Context: an optimization exercise on an open-source flow, tuned for small area. The choices shown serve that exercise and are no tape-out recipe. RTL that was checked went through simulation tests only; none was proved equivalent to the original. The flow treats the clock pin as an ideal source. Dropping or thinning the clock tree relies on that and would not hold on a real chip. Power figures rest on the tool's default switching activity, not on a simulated workload.

==> module top_parking_system_4slot, before the edit <==
module top_parking_system_4slot(
    input  wire        clk,
    input  wire        rst,
    input  wire        entry_pulse,
    input  wire        exit_pulse_for_system,
    input  wire        payment_received,
    input  wire [1:0]  exit_car_select,
    output wire        entry_gate,
    output wire        exit_gate,
    output wire        full_led,
    output wire        fee_ready,
    output wire [3:0]  occupancy,
    output wire [2:0]  free_count,
    output wire [15:0] e0,
    output wire [15:0] e1,
    output wire [15:0] e2,
    output wire [15:0] e3,
    output wire [31:0] fee
);
reg        st_f, st_x, st_y;
reg [3:0]  occ;
reg        slot_available;
reg [1:0]  exit_slot;
reg [3:0]  ld;                  
reg [3:0]  run;
reg [15:0] t0, t1, t2, t3;
wire idle     = ~st_f & ~st_x & ~st_y;
wire alloc    = ~st_f & ~st_x &  st_y;
wire free     =  st_f & st_y & payment_received;
wire go_alloc = entry_pulse & slot_available;
wire go_exit  = ~go_alloc & exit_pulse_for_system & (|occ);
assign entry_gate = st_x & ~st_y;
assign exit_gate  = st_x &  st_y;
assign fee_ready  = st_f;
assign full_led   = ~slot_available;
assign occupancy  = occ;
assign free_count = 3'd4 - ({2'd0, occ[0]} + {2'd0, occ[1]} + {2'd0, occ[2]} + {2'd0, occ[3]});
wire [3:0] lo_empty = {occ[0] & occ[1] & occ[2] & ~occ[3],
                       occ[0] & occ[1] & ~occ[2],
                       occ[0] & ~occ[1],
                       ~occ[0]};
wire sel_occ = occ[exit_car_select];
wire [1:0] free_idx = sel_occ  ? exit_car_select :
                      occ[0]   ? 2'd0 :
                      occ[1]   ? 2'd1 :
                      occ[2]   ? 2'd2 : 2'd3;
wire [3:0] free_oh = 4'b0001 << free_idx;
wire [1:0] exit_next = free ? free_idx : exit_slot;
always @(posedge clk or posedge rst) begin
    if (rst) begin
        st_f <= 1'b0; st_x <= 1'b0; st_y <= 1'b0;
        occ <= 4'b0;
        slot_available <= 1'b1;
        exit_slot <= 2'd0;
        ld <= 4'b0;
        run <= 4'b0;
    end else begin
        st_f <= (idle & go_exit) | (st_f & ~(st_y & payment_received));
        st_x <= alloc | free;
        st_y <= (idle & go_alloc) | st_f;
        occ <= (occ & ~(free ? free_oh : 4'b0)) | (alloc ? lo_empty : 4'b0);
        exit_slot <= exit_next;
        slot_available <= ~(&occ);
        ld <= {4{payment_received}} & (4'b0001 << exit_next);
        run <= occ;
    end
end
wire [3:0] clr = occ & ~run;
wire [16:0] c0, c1, c2, c3;
assign c0[0] = run[0];
assign c1[0] = run[1];
assign c2[0] = run[2];
assign c3[0] = run[3];
genvar k;
generate for (k = 0; k < 16; k = k + 1) begin : tb
    assign c0[k+1] = c0[k] & t0[k];
    assign c1[k+1] = c1[k] & t1[k];
    assign c2[k+1] = c2[k] & t2[k];
    assign c3[k+1] = c3[k] & t3[k];
    always @(posedge clk or posedge rst) begin
        if (rst) begin
            t0[k] <= 1'b0; t1[k] <= 1'b0; t2[k] <= 1'b0; t3[k] <= 1'b0;
        end else begin
            t0[k] <= ~clr[0] & (t0[k] ^ c0[k]);
            t1[k] <= ~clr[1] & (t1[k] ^ c1[k]);
            t2[k] <= ~clr[2] & (t2[k] ^ c2[k]);
            t3[k] <= ~clr[3] & (t3[k] ^ c3[k]);
        end
    end
end endgenerate
reg [10:0] y_lo;
reg        y_cm;
reg [15:9] t_hi;
wire bill = |ld;
wire [15:0] t_sel = ({16{ld[0]}} & t0) | ({16{ld[1]}} & t1) |
                    ({16{ld[2]}} & t2) | ({16{ld[3]}} & t3);
wire [11:2] cl;
wire [10:2] sl;
assign cl[2] = 1'b0;
generate for (k = 2; k < 9; k = k + 1) begin : lo_add
    assign sl[k]   = t_sel[k] ^ t_sel[k-2] ^ cl[k];
    assign cl[k+1] = (t_sel[k] & t_sel[k-2]) | (cl[k] & (t_sel[k] ^ t_sel[k-2]));
end endgenerate
wire ca0 = t_sel[9] & t_sel[7];      
wire ca1 = t_sel[9] | t_sel[7];      
wire pb  = t_sel[10] ^ t_sel[8];
wire sb0 = pb ^ ca0;
wire sb1 = pb ^ ca1;
wire cb0 = (t_sel[10] & t_sel[8]) | (ca0 & pb);
wire cb1 = (t_sel[10] & t_sel[8]) | (ca1 & pb);
assign sl[9] = t_sel[9] ^ t_sel[7] ^ cl[9];
assign sl[10] = cl[9] ? sb1 : sb0;
assign cl[11]   = cl[9] ? cb1 : cb0;
always @(posedge clk or posedge rst) begin
    if (rst) begin
        y_lo <= 11'd0; y_cm <= 1'b0; t_hi <= 7'd0;
    end else begin
        y_lo <= {sl, t_sel[1:0]} | ({11{~bill}} & y_lo);
        y_cm <= cl[11] | (~bill & y_cm);
        t_hi <= t_sel[15:9] | ({7{~bill}} & t_hi);
    end
end
wire [17:11] ah = {2'b00, t_hi[15:11]};
wire [17:11] bh = t_hi[15:9];
wire [18:11] ch;
wire [17:11] sh;
assign ch[11] = y_cm;
generate for (k = 11; k < 18; k = k + 1) begin : hi_add
    assign sh[k]   = ah[k] ^ bh[k] ^ ch[k];
    assign ch[k+1] = (ah[k] & bh[k]) | (ch[k] & (ah[k] ^ bh[k]));
end endgenerate
wire [18:11] y_hi = {ch[18], sh};
assign e0 = t0;
assign e1 = t1;
assign e2 = t2;
assign e3 = t3;
assign fee = {12'd0, y_hi, y_lo, 1'b0};
endmodule
Settings: LEC_CHECK=0, CAP_MARGIN=20, CORE_MARGIN=2, CORE_UTILIZATION=50, PLACE_DENSITY=0.65, SLEW_MARGIN=20; clock period 4.0 ns.
standard.sh (not shown) runs the stock make flow with config.mk's settings and CLKGATE_MAP_FILE= SYNTH_SCRIPT=/design/flow/synth_recipe.tcl, a recipe that flattens the netlist after the stock synthesis.
==> flow/flow/run.sh <==
#!/bin/bash
# Standard layout, with: the port buffers made of the smallest buffer cell; one
# tie cell for all constant outputs; and a one-level clock tree (the clock port
# drives four clock buffers, each driving a cluster of flip-flops), built by
# flow/clock_tree.tcl in place of TritonCTS.
set -euo pipefail
export BUFFER_PORTS_ARGS="-buffer_cell sky130_fd_sc_hd__buf_1"
export SKIP_REPAIR_TIE_FANOUT=1
export PRE_CTS_TCL="$PWD/flow/clock_tree.tcl"
bash standard.sh > standard.log 2>&1
Other scripts of this flow, unchanged in this note and not shown: flow/flow/clock_tree.tcl
The baseline passed the timing, design-rule and antenna checks.
Next try:
--- a/flow/design.v
+++ b/flow/design.v
@@ -98,9 +98,9 @@
 wire [10:2] sl;
 assign cl[2] = 1'b0;
 generate for (k = 2; k < 9; k = k + 1) begin : lo_add
     assign sl[k]   = t_sel[k] ^ t_sel[k-2] ^ cl[k];
-    assign cl[k+1] = (t_sel[k] & t_sel[k-2]) | (cl[k] & (t_sel[k] ^ t_sel[k-2]));
+    assign cl[k+1] = (t_sel[k] & t_sel[k-2]) | (t_sel[k] & cl[k]) | (t_sel[k-2] & cl[k]);
 end endgenerate
 wire ca0 = t_sel[9] & t_sel[7];      
 wire ca1 = t_sel[9] | t_sel[7];      
 wire pb  = t_sel[10] ^ t_sel[8];
@@ -126,9 +126,9 @@
 wire [17:11] sh;
 assign ch[11] = y_cm;
 generate for (k = 11; k < 18; k = k + 1) begin : hi_add
     assign sh[k]   = ah[k] ^ bh[k] ^ ch[k];
-    assign ch[k+1] = (ah[k] & bh[k]) | (ch[k] & (ah[k] ^ bh[k]));
+    assign ch[k+1] = (ah[k] & bh[k]) | (ah[k] & ch[k]) | (bh[k] & ch[k]);
 end endgenerate
 wire [18:11] y_hi = {ch[18], sh};
 assign e0 = t0;
 assign e1 = t1;
Die area is lower by about 0.43%.
Synthesized cell count is unchanged.
Design area hardly moves.
Utilization came out higher by 0.10 points.
Critical path depth drops by 2.
Wire length rises by about 5%.
Combinational power came out higher by about 3%.
Function not checked in the second run of this note: the RTL went through the layout flow alone. In every run of this note, the design's own scripts or RTL, not TritonCTS, make the clock network.

========
Another version of the RTL of top_parking_system_4slot (not shown whole).
Size in the first run: ~410 cells after synthesis, about 100 flip-flops, about 110 I/O pins, roughly 5100 um2 of cells after synthesis.
==> module top_parking_system_4slot, before the edit <==
module top_parking_system_4slot(
    input  wire        clk,
    input  wire        rst,
    input  wire        entry_pulse,
    input  wire        exit_pulse_for_system,
    input  wire        payment_received,
    input  wire [1:0]  exit_car_select,
    output wire        entry_gate,
    output wire        exit_gate,
    output wire        full_led,
    output wire        fee_ready,
    output wire [3:0]  occupancy,
    output wire [2:0]  free_count,
    output wire [15:0] e0,
    output wire [15:0] e1,
    output wire [15:0] e2,
    output wire [15:0] e3,
    output wire [31:0] fee
);
reg        st_f, st_x, st_y;
reg [3:0]  occ;
reg        slot_available;
reg [1:0]  exit_slot;
reg [3:0]  ld;                  
reg [3:0]  run;
reg [15:0] t0, t1, t2, t3;
wire idle     = ~st_f & ~st_x & ~st_y;
wire alloc    = ~st_f & ~st_x &  st_y;
wire free     =  st_f & st_y & payment_received;
wire go_alloc = entry_pulse & slot_available;
wire go_exit  = ~go_alloc & exit_pulse_for_system & (|occ);
assign entry_gate = st_x & ~st_y;
assign exit_gate  = st_x &  st_y;
assign fee_ready  = st_f;
assign full_led   = ~slot_available;
assign occupancy  = occ;
assign free_count = 3'd4 - ({2'd0, occ[0]} + {2'd0, occ[1]} + {2'd0, occ[2]} + {2'd0, occ[3]});
wire [3:0] lo_empty = {occ[0] & occ[1] & occ[2] & ~occ[3],
                       occ[0] & occ[1] & ~occ[2],
                       occ[0] & ~occ[1],
                       ~occ[0]};
wire sel_occ = occ[exit_car_select];
wire [1:0] free_idx = sel_occ  ? exit_car_select :
                      occ[0]   ? 2'd0 :
                      occ[1]   ? 2'd1 :
                      occ[2]   ? 2'd2 : 2'd3;
wire [3:0] free_oh = 4'b0001 << free_idx;
wire [1:0] exit_next = free ? free_idx : exit_slot;
always @(posedge clk or posedge rst) begin
    if (rst) begin
        st_f <= 1'b0; st_x <= 1'b0; st_y <= 1'b0;
        occ <= 4'b0;
        slot_available <= 1'b1;
        exit_slot <= 2'd0;
        ld <= 4'b0;
        run <= 4'b0;
    end else begin
        st_f <= (idle & go_exit) | (st_f & ~(st_y & payment_received));
        st_x <= alloc | free;
        st_y <= (idle & go_alloc) | st_f;
        occ <= (occ & ~(free ? free_oh : 4'b0)) | (alloc ? lo_empty : 4'b0);
        exit_slot <= exit_next;
        slot_available <= ~(&occ);
        ld <= {4{payment_received}} & (4'b0001 << exit_next);
        run <= occ;
    end
end
wire [3:0] clr = occ & ~run;
wire [16:0] c0, c1, c2, c3;
assign c0[0] = run[0];
assign c1[0] = run[1];
assign c2[0] = run[2];
assign c3[0] = run[3];
genvar k;
generate for (k = 0; k < 16; k = k + 1) begin : tb
    assign c0[k+1] = c0[k] & t0[k];
    assign c1[k+1] = c1[k] & t1[k];
    assign c2[k+1] = c2[k] & t2[k];
    assign c3[k+1] = c3[k] & t3[k];
    always @(posedge clk or posedge rst) begin
        if (rst) begin
            t0[k] <= 1'b0; t1[k] <= 1'b0; t2[k] <= 1'b0; t3[k] <= 1'b0;
        end else begin
            t0[k] <= ~clr[0] & (t0[k] ^ c0[k]);
            t1[k] <= ~clr[1] & (t1[k] ^ c1[k]);
            t2[k] <= ~clr[2] & (t2[k] ^ c2[k]);
            t3[k] <= ~clr[3] & (t3[k] ^ c3[k]);
        end
    end
end endgenerate
reg [11:0] y_lo;
reg        y_cm;
reg [15:10] t_hi;
wire bill = |ld;
wire [15:0] t_sel = ({16{ld[0]}} & t0) | ({16{ld[1]}} & t1) |
                    ({16{ld[2]}} & t2) | ({16{ld[3]}} & t3);
wire [12:2] cl;
wire [11:2] sl;
assign cl[2] = 1'b0;
generate for (k = 2; k < 10; k = k + 1) begin : lo_add
    assign sl[k]   = t_sel[k] ^ t_sel[k-2] ^ cl[k];
    assign cl[k+1] = (t_sel[k] & t_sel[k-2]) | (cl[k] & (t_sel[k] ^ t_sel[k-2]));
end endgenerate
wire ca0 = t_sel[10] & t_sel[8];      
wire ca1 = t_sel[10] | t_sel[8];      
wire pb  = t_sel[11] ^ t_sel[9];
wire sb0 = pb ^ ca0;
wire sb1 = pb ^ ca1;
wire cb0 = (t_sel[11] & t_sel[9]) | (ca0 & pb);
wire cb1 = (t_sel[11] & t_sel[9]) | (ca1 & pb);
assign sl[10] = t_sel[10] ^ t_sel[8] ^ cl[10];
assign sl[11] = cl[10] ? sb1 : sb0;
assign cl[12]   = cl[10] ? cb1 : cb0;
always @(posedge clk or posedge rst) begin
    if (rst) begin
        y_lo <= 12'd0; y_cm <= 1'b0; t_hi <= 6'd0;
    end else begin
        y_lo <= {sl, t_sel[1:0]} | ({12{~bill}} & y_lo);
        y_cm <= cl[12] | (~bill & y_cm);
        t_hi <= t_sel[15:10] | ({6{~bill}} & t_hi);
    end
end
wire [17:12] ah = {2'b00, t_hi[15:12]};
wire [17:12] bh = t_hi[15:10];
wire [18:12] ch;
wire [17:12] sh;
assign ch[12] = y_cm;
generate for (k = 12; k < 18; k = k + 1) begin : hi_add
    assign sh[k]   = ah[k] ^ bh[k] ^ ch[k];
    assign ch[k+1] = (ah[k] & bh[k]) | (ch[k] & (ah[k] ^ bh[k]));
end endgenerate
wire [18:12] y_hi = {ch[18], sh};
assign e0 = t0;
assign e1 = t1;
assign e2 = t2;
assign e3 = t3;
assign fee = {12'd0, y_hi, y_lo, 1'b0};
endmodule
Settings: LEC_CHECK=0, CAP_MARGIN=20, CORE_MARGIN=2, CORE_UTILIZATION=65, CTS_BUF_LIST=sky130_fd_sc_hd__clkbuf_8, PLACE_DENSITY=0.75, SLEW_MARGIN=20; clock period 4.0 ns.
==> flow/flow/run.sh <==
#!/bin/bash
# Standard layout, with the port buffers made of the smallest buffer cell and
# a clock tree of few large leaf buffers without dummy loads.
set -euo pipefail
export BUFFER_PORTS_ARGS="-buffer_cell sky130_fd_sc_hd__buf_1"
export CTS_ARGS="-sink_clustering_enable -repair_clock_nets -dont_use_dummy_load -buf_list sky130_fd_sc_hd__clkbuf_8"
bash standard.sh > standard.log 2>&1
The first run produced a layout that fails on negative setup slack.
Next try:
--- a/flow/design.v
+++ b/flow/design.v
@@ -89,46 +89,46 @@
     end
 end endgenerate
-reg [11:0] y_lo;
+reg [10:0] y_lo;
 reg        y_cm;
-reg [15:10] t_hi;
+reg [15:9] t_hi;
 wire bill = |ld;
 wire [15:0] t_sel = ({16{ld[0]}} & t0) | ({16{ld[1]}} & t1) |
                     ({16{ld[2]}} & t2) | ({16{ld[3]}} & t3);
-wire [12:2] cl;
-wire [11:2] sl;
+wire [11:2] cl;
+wire [10:2] sl;
 assign cl[2] = 1'b0;
-generate for (k = 2; k < 10; k = k + 1) begin : lo_add
+generate for (k = 2; k < 9; k = k + 1) begin : lo_add
     assign sl[k]   = t_sel[k] ^ t_sel[k-2] ^ cl[k];
     assign cl[k+1] = (t_sel[k] & t_sel[k-2]) | (cl[k] & (t_sel[k] ^ t_sel[k-2]));
 end endgenerate
-wire ca0 = t_sel[10] & t_sel[8];      
-wire ca1 = t_sel[10] | t_sel[8];      
-wire pb  = t_sel[11] ^ t_sel[9];
+wire ca0 = t_sel[9] & t_sel[7];      
+wire ca1 = t_sel[9] | t_sel[7];      
+wire pb  = t_sel[10] ^ t_sel[8];
 wire sb0 = pb ^ ca0;
 wire sb1 = pb ^ ca1;
-wire cb0 = (t_sel[11] & t_sel[9]) | (ca0 & pb);
-wire cb1 = (t_sel[11] & t_sel[9]) | (ca1 & pb);
-assign sl[10] = t_sel[10] ^ t_sel[8] ^ cl[10];
-assign sl[11] = cl[10] ? sb1 : sb0;
-assign cl[12]   = cl[10] ? cb1 : cb0;
+wire cb0 = (t_sel[10] & t_sel[8]) | (ca0 & pb);
+wire cb1 = (t_sel[10] & t_sel[8]) | (ca1 & pb);
+assign sl[9] = t_sel[9] ^ t_sel[7] ^ cl[9];
+assign sl[10] = cl[9] ? sb1 : sb0;
+assign cl[11]   = cl[9] ? cb1 : cb0;
 always @(posedge clk or posedge rst) begin
     if (rst) begin
-        y_lo <= 12'd0; y_cm <= 1'b0; t_hi <= 6'd0;
+        y_lo <= 11'd0; y_cm <= 1'b0; t_hi <= 7'd0;
     end else begin
-        y_lo <= {sl, t_sel[1:0]} | ({12{~bill}} & y_lo);
-        y_cm <= cl[12] | (~bill & y_cm);
-        t_hi <= t_sel[15:10] | ({6{~bill}} & t_hi);
+        y_lo <= {sl, t_sel[1:0]} | ({11{~bill}} & y_lo);
+        y_cm <= cl[11] | (~bill & y_cm);
+        t_hi <= t_sel[15:9] | ({7{~bill}} & t_hi);
     end
 end
-wire [17:12] ah = {2'b00, t_hi[15:12]};
-wire [17:12] bh = t_hi[15:10];
-wire [18:12] ch;
-wire [17:12] sh;
-assign ch[12] = y_cm;
-generate for (k = 12; k < 18; k = k + 1) begin : hi_add
+wire [17:11] ah = {2'b00, t_hi[15:11]};
+wire [17:11] bh = t_hi[15:9];
+wire [18:11] ch;
+wire [17:11] sh;
+assign ch[11] = y_cm;
+generate for (k = 11; k < 18; k = k + 1) begin : hi_add
     assign sh[k]   = ah[k] ^ bh[k] ^ ch[k];
     assign ch[k+1] = (ah[k] & bh[k]) | (ch[k] & (ah[k] ^ bh[k]));
 end endgenerate
-wire [18:12] y_hi = {ch[18], sh};
+wire [18:11] y_hi = {ch[18], sh};
 assign e0 = t0;
 assign e1 = t1;
The new run completed with no timing, DRC or antenna violations.
Final cell count goes down by about 2%.
Design area goes down by 2.0%.
Routed wire length goes down by 3.5%.
Die area hardly moves.
Hold slack improves by 18 ps.
Power goes down by about 4.5%.
Synthesized cell count stays the same.
Area after synthesis is about the same.
Via count goes down by 1.2%.
No functional check of the RTL was part of the first run of this note.

-- what the ideal ports hide --
How much do the figures lean on ideal ports? The routed layouts below were timed once more, with nothing changed but the port constraints. Step 1 assumes that a clkbuf_16 drives the clock port and a buf_2 every other input. Step 2 times the ports against the registers' clock, not the clock port: input delays grow and output delays shrink by t, the midpoint of the rising clock arrivals with the driver on. a / b / c = ideal ports / drivers / drivers and shift; a / b = the first two.
run | t, ns | setup slack, ns | worst setup path at the end | worst register clock-pin slew, ns
the first run of note 1 | 0.243 | 0.103 / 0.103 / 0.103 | register to register | 0.10 / 0.10
the second run of note 1 | 0.239 | 0.110 / 0.078 / 0.110 | register to register | 0.12 / 0.12
the first run of note 2 | 0.383 | -0.219 / -0.219 / -0.219 | register to register | 0.10 / 0.10
the second run of note 2 | 0.383 | 0.122 / 0.122 / 0.122 | register to register | 0.10 / 0.10
